What follows belongs to an exercise in optimizing a design on an open flow for small area and a short achievable clock period; a production flow would make more cautious choices. No driver is modelled on the clock port, so clock power and skew are understated where the tree is cut down; a real chip needs a root buffer or a tree. Power and IR drop assume default switching activity.

// fifo_32
module fifo_32(
	clock,
	reset,
	write,
	datain,
	read,
	dataout,
	full,
	empty
	);
	input clock;
	input reset;
	input write, read;
	input [7:0] datain;
	output [7:0] dataout;
	output full, empty;
	reg [255:0] buffer;
	reg [3:0] wLo;
	reg [7:0] wHi;
	reg [31:0] rSel;
	reg [4:0] cnt;
	reg fullR, emptyR, nFull, nEmpty, aeR, afR;
	reg [7:0] dataoutReg;
	assign dataout = dataoutReg;
	assign full = fullR;
	assign empty = emptyR;
	wire writeEn = write & nFull;
	wire readEn = read & nEmpty;
	wire [4:0] cntInc, cntDec;
	wire eq2, eq30;
	fifo_32_pre u_pre(
		.cnt(cnt), .cntInc(cntInc), .cntDec(cntDec),
		.eq2(eq2), .eq30(eq30));
	genvar g, b;
	wire wLo3F = wLo[3] & nFull;
	wire wAdv, wHold, wHiAdv, wHiHold;
	fifo_32_and3b u_wadv(.a(write), .b(nFull), .c(reset), .y(wAdv));
	fifo_32_aoi21 u_whold(.a(write), .b(nFull), .c(reset), .y(wHold));
	fifo_32_and3b u_whadv(.a(write), .b(wLo3F), .c(reset), .y(wHiAdv));
	fifo_32_aoi21 u_whhold(.a(write), .b(wLo3F), .c(reset), .y(wHiHold));
	wire [3:0] wLoNext;
	wire [7:0] wHiNext;
	generate
		for (g = 0; g < 4; g = g + 1) begin : gwlo
			if (g == 0) begin : g0
				fifo_32_ao221 u_s(
					.a(wAdv), .b(wLo[3]), .c(wHold), .d(wLo[0]), .e(reset),
					.y(wLoNext[0]));
			end else begin : gn
				fifo_32_ao22 u_s(
					.a(wAdv), .b(wLo[g - 1]), .c(wHold), .d(wLo[g]),
					.y(wLoNext[g]));
			end
		end
		for (g = 0; g < 8; g = g + 1) begin : gwhi
			if (g == 0) begin : g0
				fifo_32_ao221 u_s(
					.a(wHiAdv), .b(wHi[7]), .c(wHiHold), .d(wHi[0]), .e(reset),
					.y(wHiNext[0]));
			end else begin : gn
				fifo_32_ao22 u_s(
					.a(wHiAdv), .b(wHi[g - 1]), .c(wHiHold), .d(wHi[g]),
					.y(wHiNext[g]));
			end
		end
	endgenerate
	always @(posedge clock) begin
		wLo <= wLoNext;
		wHi <= wHiNext;
	end
	wire [3:0] wSelLo;
	wire [31:0] rowWe, rowWeN;
	wire [255:0] bufferNext;
	generate
		for (g = 0; g < 4; g = g + 1) begin : gwsel
			fifo_32_and3 u_ws(.a(write), .b(nFull), .c(wLo[g]), .y(wSelLo[g]));
		end
  ...
==> module fifo_32_nand2, before the edit <==
module fifo_32_nand2(
	input a,
	input b,
	output y
	);
	assign y = ~(a & b);
endmodule
==> module fifo_32_and2, before the edit <==
module fifo_32_and2(
	input a,
	input b,
	output y
	);
	assign y = a & b;
endmodule
==> module fifo_32, before the edit <==
module fifo_32(
	clock,
	reset,
	write,
	datain,
	read,
	dataout,
	full,
	empty
	);
	input clock;
	input reset;
	input write, read;
	input [7:0] datain;
	output [7:0] dataout;
	output full, empty;
	reg [255:0] buffer;
	reg [3:0] wLo;
	reg [7:0] wHi;
	reg [31:0] rSel;
	reg [4:0] cnt;
	reg fullR, emptyR, nFull, nEmpty, aeR, afR;
	reg [7:0] dataoutReg;
	assign dataout = dataoutReg;
	assign full = fullR;
	assign empty = emptyR;
	wire writeEn = write & nFull;
	wire readEn = read & nEmpty;
	wire [4:0] cntInc, cntDec;
	wire eq2, eq30;
	fifo_32_pre u_pre(
		.cnt(cnt), .cntInc(cntInc), .cntDec(cntDec),
		.eq2(eq2), .eq30(eq30));
	genvar g, b;
	wire wLo3F = wLo[3] & nFull;
	wire wAdv, wHold, wHiAdv, wHiHold;
	fifo_32_and3b u_wadv(.a(write), .b(nFull), .c(reset), .y(wAdv));
	fifo_32_aoi21 u_whold(.a(write), .b(nFull), .c(reset), .y(wHold));
	fifo_32_and3b u_whadv(.a(write), .b(wLo3F), .c(reset), .y(wHiAdv));
	fifo_32_aoi21 u_whhold(.a(write), .b(wLo3F), .c(reset), .y(wHiHold));
	wire [3:0] wLoNext;
	wire [7:0] wHiNext;
	generate
		for (g = 0; g < 4; g = g + 1) begin : gwlo
			if (g == 0) begin : g0
				fifo_32_ao221 u_s(
					.a(wAdv), .b(wLo[3]), .c(wHold), .d(wLo[0]), .e(reset),
					.y(wLoNext[0]));
			end else begin : gn
				fifo_32_ao22 u_s(
					.a(wAdv), .b(wLo[g - 1]), .c(wHold), .d(wLo[g]),
					.y(wLoNext[g]));
			end
		end
		for (g = 0; g < 8; g = g + 1) begin : gwhi
			if (g == 0) begin : g0
				fifo_32_ao221 u_s(
					.a(wHiAdv), .b(wHi[7]), .c(wHiHold), .d(wHi[0]), .e(reset),
					.y(wHiNext[0]));
			end else begin : gn
				fifo_32_ao22 u_s(
					.a(wHiAdv), .b(wHi[g - 1]), .c(wHiHold), .d(wHi[g]),
					.y(wHiNext[g]));
			end
		end
	endgenerate
	always @(posedge clock) begin
		wLo <= wLoNext;
		wHi <= wHiNext;
	end
	wire [3:0] wSelLo;
	wire [31:0] rowWe, rowWeN;
	wire [255:0] bufferNext;
	generate
		for (g = 0; g < 4; g = g + 1) begin : gwsel
			fifo_32_and3 u_ws(.a(write), .b(nFull), .c(wLo[g]), .y(wSelLo[g]));
		end
		for (g = 0; g < 32; g = g + 1) begin : gwe
			fifo_32_and2 u_we(.a(wSelLo[g % 4]), .b(wHi[g / 4]), .y(rowWe[g]));
			fifo_32_nand2 u_wen(.a(wSelLo[g % 4]), .b(wHi[g / 4]), .y(rowWeN[g]));
			for (b = 0; b < 8; b = b + 1) begin : gbit
				fifo_32_ao22 u_d(
					.a(rowWe[g]), .b(datain[b]),
					.c(rowWeN[g]), .d(buffer[8*g + b]),
					.y(bufferNext[8*g + b]));
			end
		end
	endgenerate
	always @(posedge clock) begin
		buffer <= bufferNext;
	end
	wire [8*16-1:0] pairN;
	wire [8*4-1:0] oct;
	wire [8*2-1:0] halfN;
	wire readOkN = ~(read & nEmpty & ~reset);
	wire [7:0] dataoutNext;
	generate
		for (b = 0; b < 8; b = b + 1) begin : gbitr
			for (g = 0; g < 16; g = g + 1) begin : gpair
				fifo_32_aoi22 u_p(
					.a(buffer[16*g + b]), .b(rSel[2*g]),
					.c(buffer[16*g + 8 + b]), .d(rSel[2*g+1]),
					.y(pairN[8*g + b]));
			end
			for (g = 0; g < 4; g = g + 1) begin : goct
				fifo_32_nand4 u_o(
					.a(pairN[32*g + b]), .b(pairN[32*g + 8 + b]),
					.c(pairN[32*g + 16 + b]), .d(pairN[32*g + 24 + b]),
					.y(oct[8*g + b]));
			end
			for (g = 0; g < 2; g = g + 1) begin : ghalf
				fifo_32_nor2 u_h(
					.a(oct[16*g + b]), .b(oct[16*g + 8 + b]),
					.y(halfN[8*g + b]));
			end
			fifo_32_aoi21 u_d(.a(halfN[b]), .b(halfN[8 + b]), .c(readOkN), .y(dataoutNext[b]));
		end
	endgenerate
	wire rAdv, rHold;
	fifo_32_and3b u_radv(.a(read), .b(nEmpty), .c(reset), .y(rAdv));
	fifo_32_aoi21 u_rhold(.a(read), .b(nEmpty), .c(reset), .y(rHold));
	wire [31:0] rSelNext;
	generate
		for (g = 0; g < 32; g = g + 1) begin : gsel
			if (g == 0) begin : g0
				fifo_32_ao221 u_s(
					.a(rAdv), .b(rSel[31]), .c(rHold), .d(rSel[0]), .e(reset),
					.y(rSelNext[0]));
			end else begin : gn
				fifo_32_ao22 u_s(
					.a(rAdv), .b(rSel[g - 1]), .c(rHold), .d(rSel[g]),
					.y(rSelNext[g]));
			end
		end
	endgenerate
	always @(posedge clock) begin
		rSel <= rSelNext;
		dataoutReg <= dataoutNext;
	end
	wire onlyW = writeEn & ~readEn;
	wire onlyR = readEn & ~writeEn;
	wire sW = onlyW & ~reset;
	wire sR = onlyR & ~reset;
	wire sK = ~onlyW & ~onlyR & ~reset;
	wire [4:0] cntNext;
	wire aeNext, afNext;
	generate
		for (g = 0; g < 5; g = g + 1) begin : gcnt
			fifo_32_ao222 u_c(
				.a(sW), .b(cntInc[g]), .c(sR), .d(cntDec[g]), .e(sK), .f(cnt[g]),
				.y(cntNext[g]));
		end
	endgenerate
	fifo_32_ao222 u_ae(.a(sW), .b(~nEmpty), .c(sR), .d(eq2), .e(sK), .f(aeR), .y(aeNext));
	fifo_32_ao222 u_af(.a(sW), .b(eq30), .c(sR), .d(~nFull), .e(sK), .f(afR), .y(afNext));
	wire emptyNext = reset | (~writeEn & (~nEmpty | (read & aeR)));
	wire fullNext = ~reset & ~readEn & (~nFull | (write & afR));
	always @(posedge clock) begin
		cnt <= cntNext;
		aeR <= aeNext;
		afR <= afNext;
		emptyR <= emptyNext;
		nEmpty <= ~emptyNext;
		fullR <= fullNext;
		nFull <= ~fullNext;
	end
endmodule
export LEC_CHECK = 0
export CAP_MARGIN = 20
export CORE_MARGIN = 2
export CORE_UTILIZATION = 60
export SETUP_SLACK_MARGIN = 2.15
export SLEW_MARGIN = 20
export SYNTH_HIERARCHICAL = 1
create_clock -name core_clock -period 3.5 [get_ports {clock}]
standard.sh (not shown) runs the stock make flow with config.mk's settings and CLKGATE_MAP_FILE= SYNTH_SCRIPT=/design/flow/synth_recipe.tcl, a recipe that flattens the netlist after the stock synthesis.
==> flow/flow/run.sh <==
#!/bin/bash
# Standard layout (the standard.sh) with these changes:
#  - flow/fp_pre.tcl sets the synthesised combinational cells to drive
#    strength 1 before floorplanning (the resizer upsizes what timing needs);
#  - port buffers are buf_2 (the default choice is a slow delay cell);
#  - the clock tree is built without dummy loads, from larger sink clusters;
#  - flow/cts_pre.tcl then removes the middle level of the clock tree, so the
#    root buffer drives the leaf buffers directly (every register still sees
#    two buffers from the clock port, balanced), and splits the root into one
#    root buffer per quadrant, each driven by the clock port.
set -uo pipefail
HERE=$(pwd)
bash standard.sh "BUFFER_PORTS_ARGS=-buffer_cell sky130_fd_sc_hd__buf_2" \
  "PRE_FLOORPLAN_TCL=$HERE/flow/fp_pre.tcl" \
  "PRE_CTS_TCL=$HERE/flow/cts_pre.tcl" \
  "CTS_ARGS=-sink_clustering_enable -repair_clock_nets -dont_use_dummy_load -sink_clustering_size 30 -sink_clustering_max_diameter 100 -buf_list sky130_fd_sc_hd__clkbuf_16" \
  finish > make_finish.log 2>&1
Other scripts of this flow, unchanged in this note and not shown: flow/flow/cts_pre.tcl, flow/flow/fp_pre.tcl
Then changed:
--- a/flow/design.v
+++ b/flow/design.v
@@ -73,21 +73,15 @@
 	output y
 	);
 	assign y = ~(a & b & c & d);
 endmodule
-module fifo_32_nand2(
-	input a,
-	input b,
-	output y
-	);
-	assign y = ~(a & b);
-endmodule
-module fifo_32_and2(
-	input a,
-	input b,
-	output y
-	);
-	assign y = a & b;
+module fifo_32_nand3(
+	input a,
+	input b,
+	input c,
+	output y
+	);
+	assign y = ~(a & b & c);
 endmodule
 module fifo_32_and3(
 	input a,
 	input b,
@@ -172,18 +166,15 @@
 	always @(posedge clock) begin
 		wLo <= wLoNext;
 		wHi <= wHiNext;
 	end
-	wire [3:0] wSelLo;
+	wire [7:0] wHiF = wHi & {8{nFull}};
 	wire [31:0] rowWe, rowWeN;
 	wire [255:0] bufferNext;
 	generate
-		for (g = 0; g < 4; g = g + 1) begin : gwsel
-			fifo_32_and3 u_ws(.a(write), .b(nFull), .c(wLo[g]), .y(wSelLo[g]));
-		end
 		for (g = 0; g < 32; g = g + 1) begin : gwe
-			fifo_32_and2 u_we(.a(wSelLo[g % 4]), .b(wHi[g / 4]), .y(rowWe[g]));
-			fifo_32_nand2 u_wen(.a(wSelLo[g % 4]), .b(wHi[g / 4]), .y(rowWeN[g]));
+			fifo_32_and3 u_we(.a(write), .b(wLo[g % 4]), .c(wHiF[g / 4]), .y(rowWe[g]));
+			fifo_32_nand3 u_wen(.a(write), .b(wLo[g % 4]), .c(wHiF[g / 4]), .y(rowWeN[g]));
 			for (b = 0; b < 8; b = b + 1) begin : gbit
 				fifo_32_ao22 u_d(
 					.a(rowWe[g]), .b(datain[b]),
 					.c(rowWeN[g]), .d(buffer[8*g + b]),
Power went up slightly.
Maximum frequency barely changes.
Global-route usage went up by 2.5 points.
Combinational power went up by roughly a tenth.
Worst setup slack barely changes.
Flip-flop and latch count is unchanged.
Clock power barely changes.
Routed wire length went up by roughly a tenth.
Clock skew barely changes.
Die area went up slightly.
Worst hold slack improves by 0.010 ns.
Design area went up by a few percent.
Sequential power barely changes.
Utilization went up by 1.6 points.
Function was not checked in any run of this note: the RTL went through the layout flow alone.

[port drivers added, routing unchanged]
The flow's constraints put no driver on any port. The routed layouts listed below were extracted and timed again, unchanged, in two steps. Step 1, drivers: a clkbuf_16 drives clock and a buf_2 each remaining input, both assumed. Step 2 times the ports against the registers' clock, not the clock port: input delays grow and output delays shrink by t, the midpoint of the rising clock arrivals with the driver on. a / b / c = no drivers / after step 1 / after step 2; a / b = the first two.
| run | t, ns | setup WS [ns] | hold WS [ns] | worst setup path at the end |
|---|---|---|---|---|
| the first run | 0.404 | 1.980 / 1.926 / 1.628 | 0.474 / 0.474 / 0.474 | input to register |
| the second run | 0.403 | 1.981 / 1.927 / 1.580 | 0.484 / 0.484 / 0.484 | input to register |
After both steps every run listed still meets setup and hold. The setup slack of the second run, which loses most, moves by -0.054 ns with the drivers and by -0.401 ns with both steps.
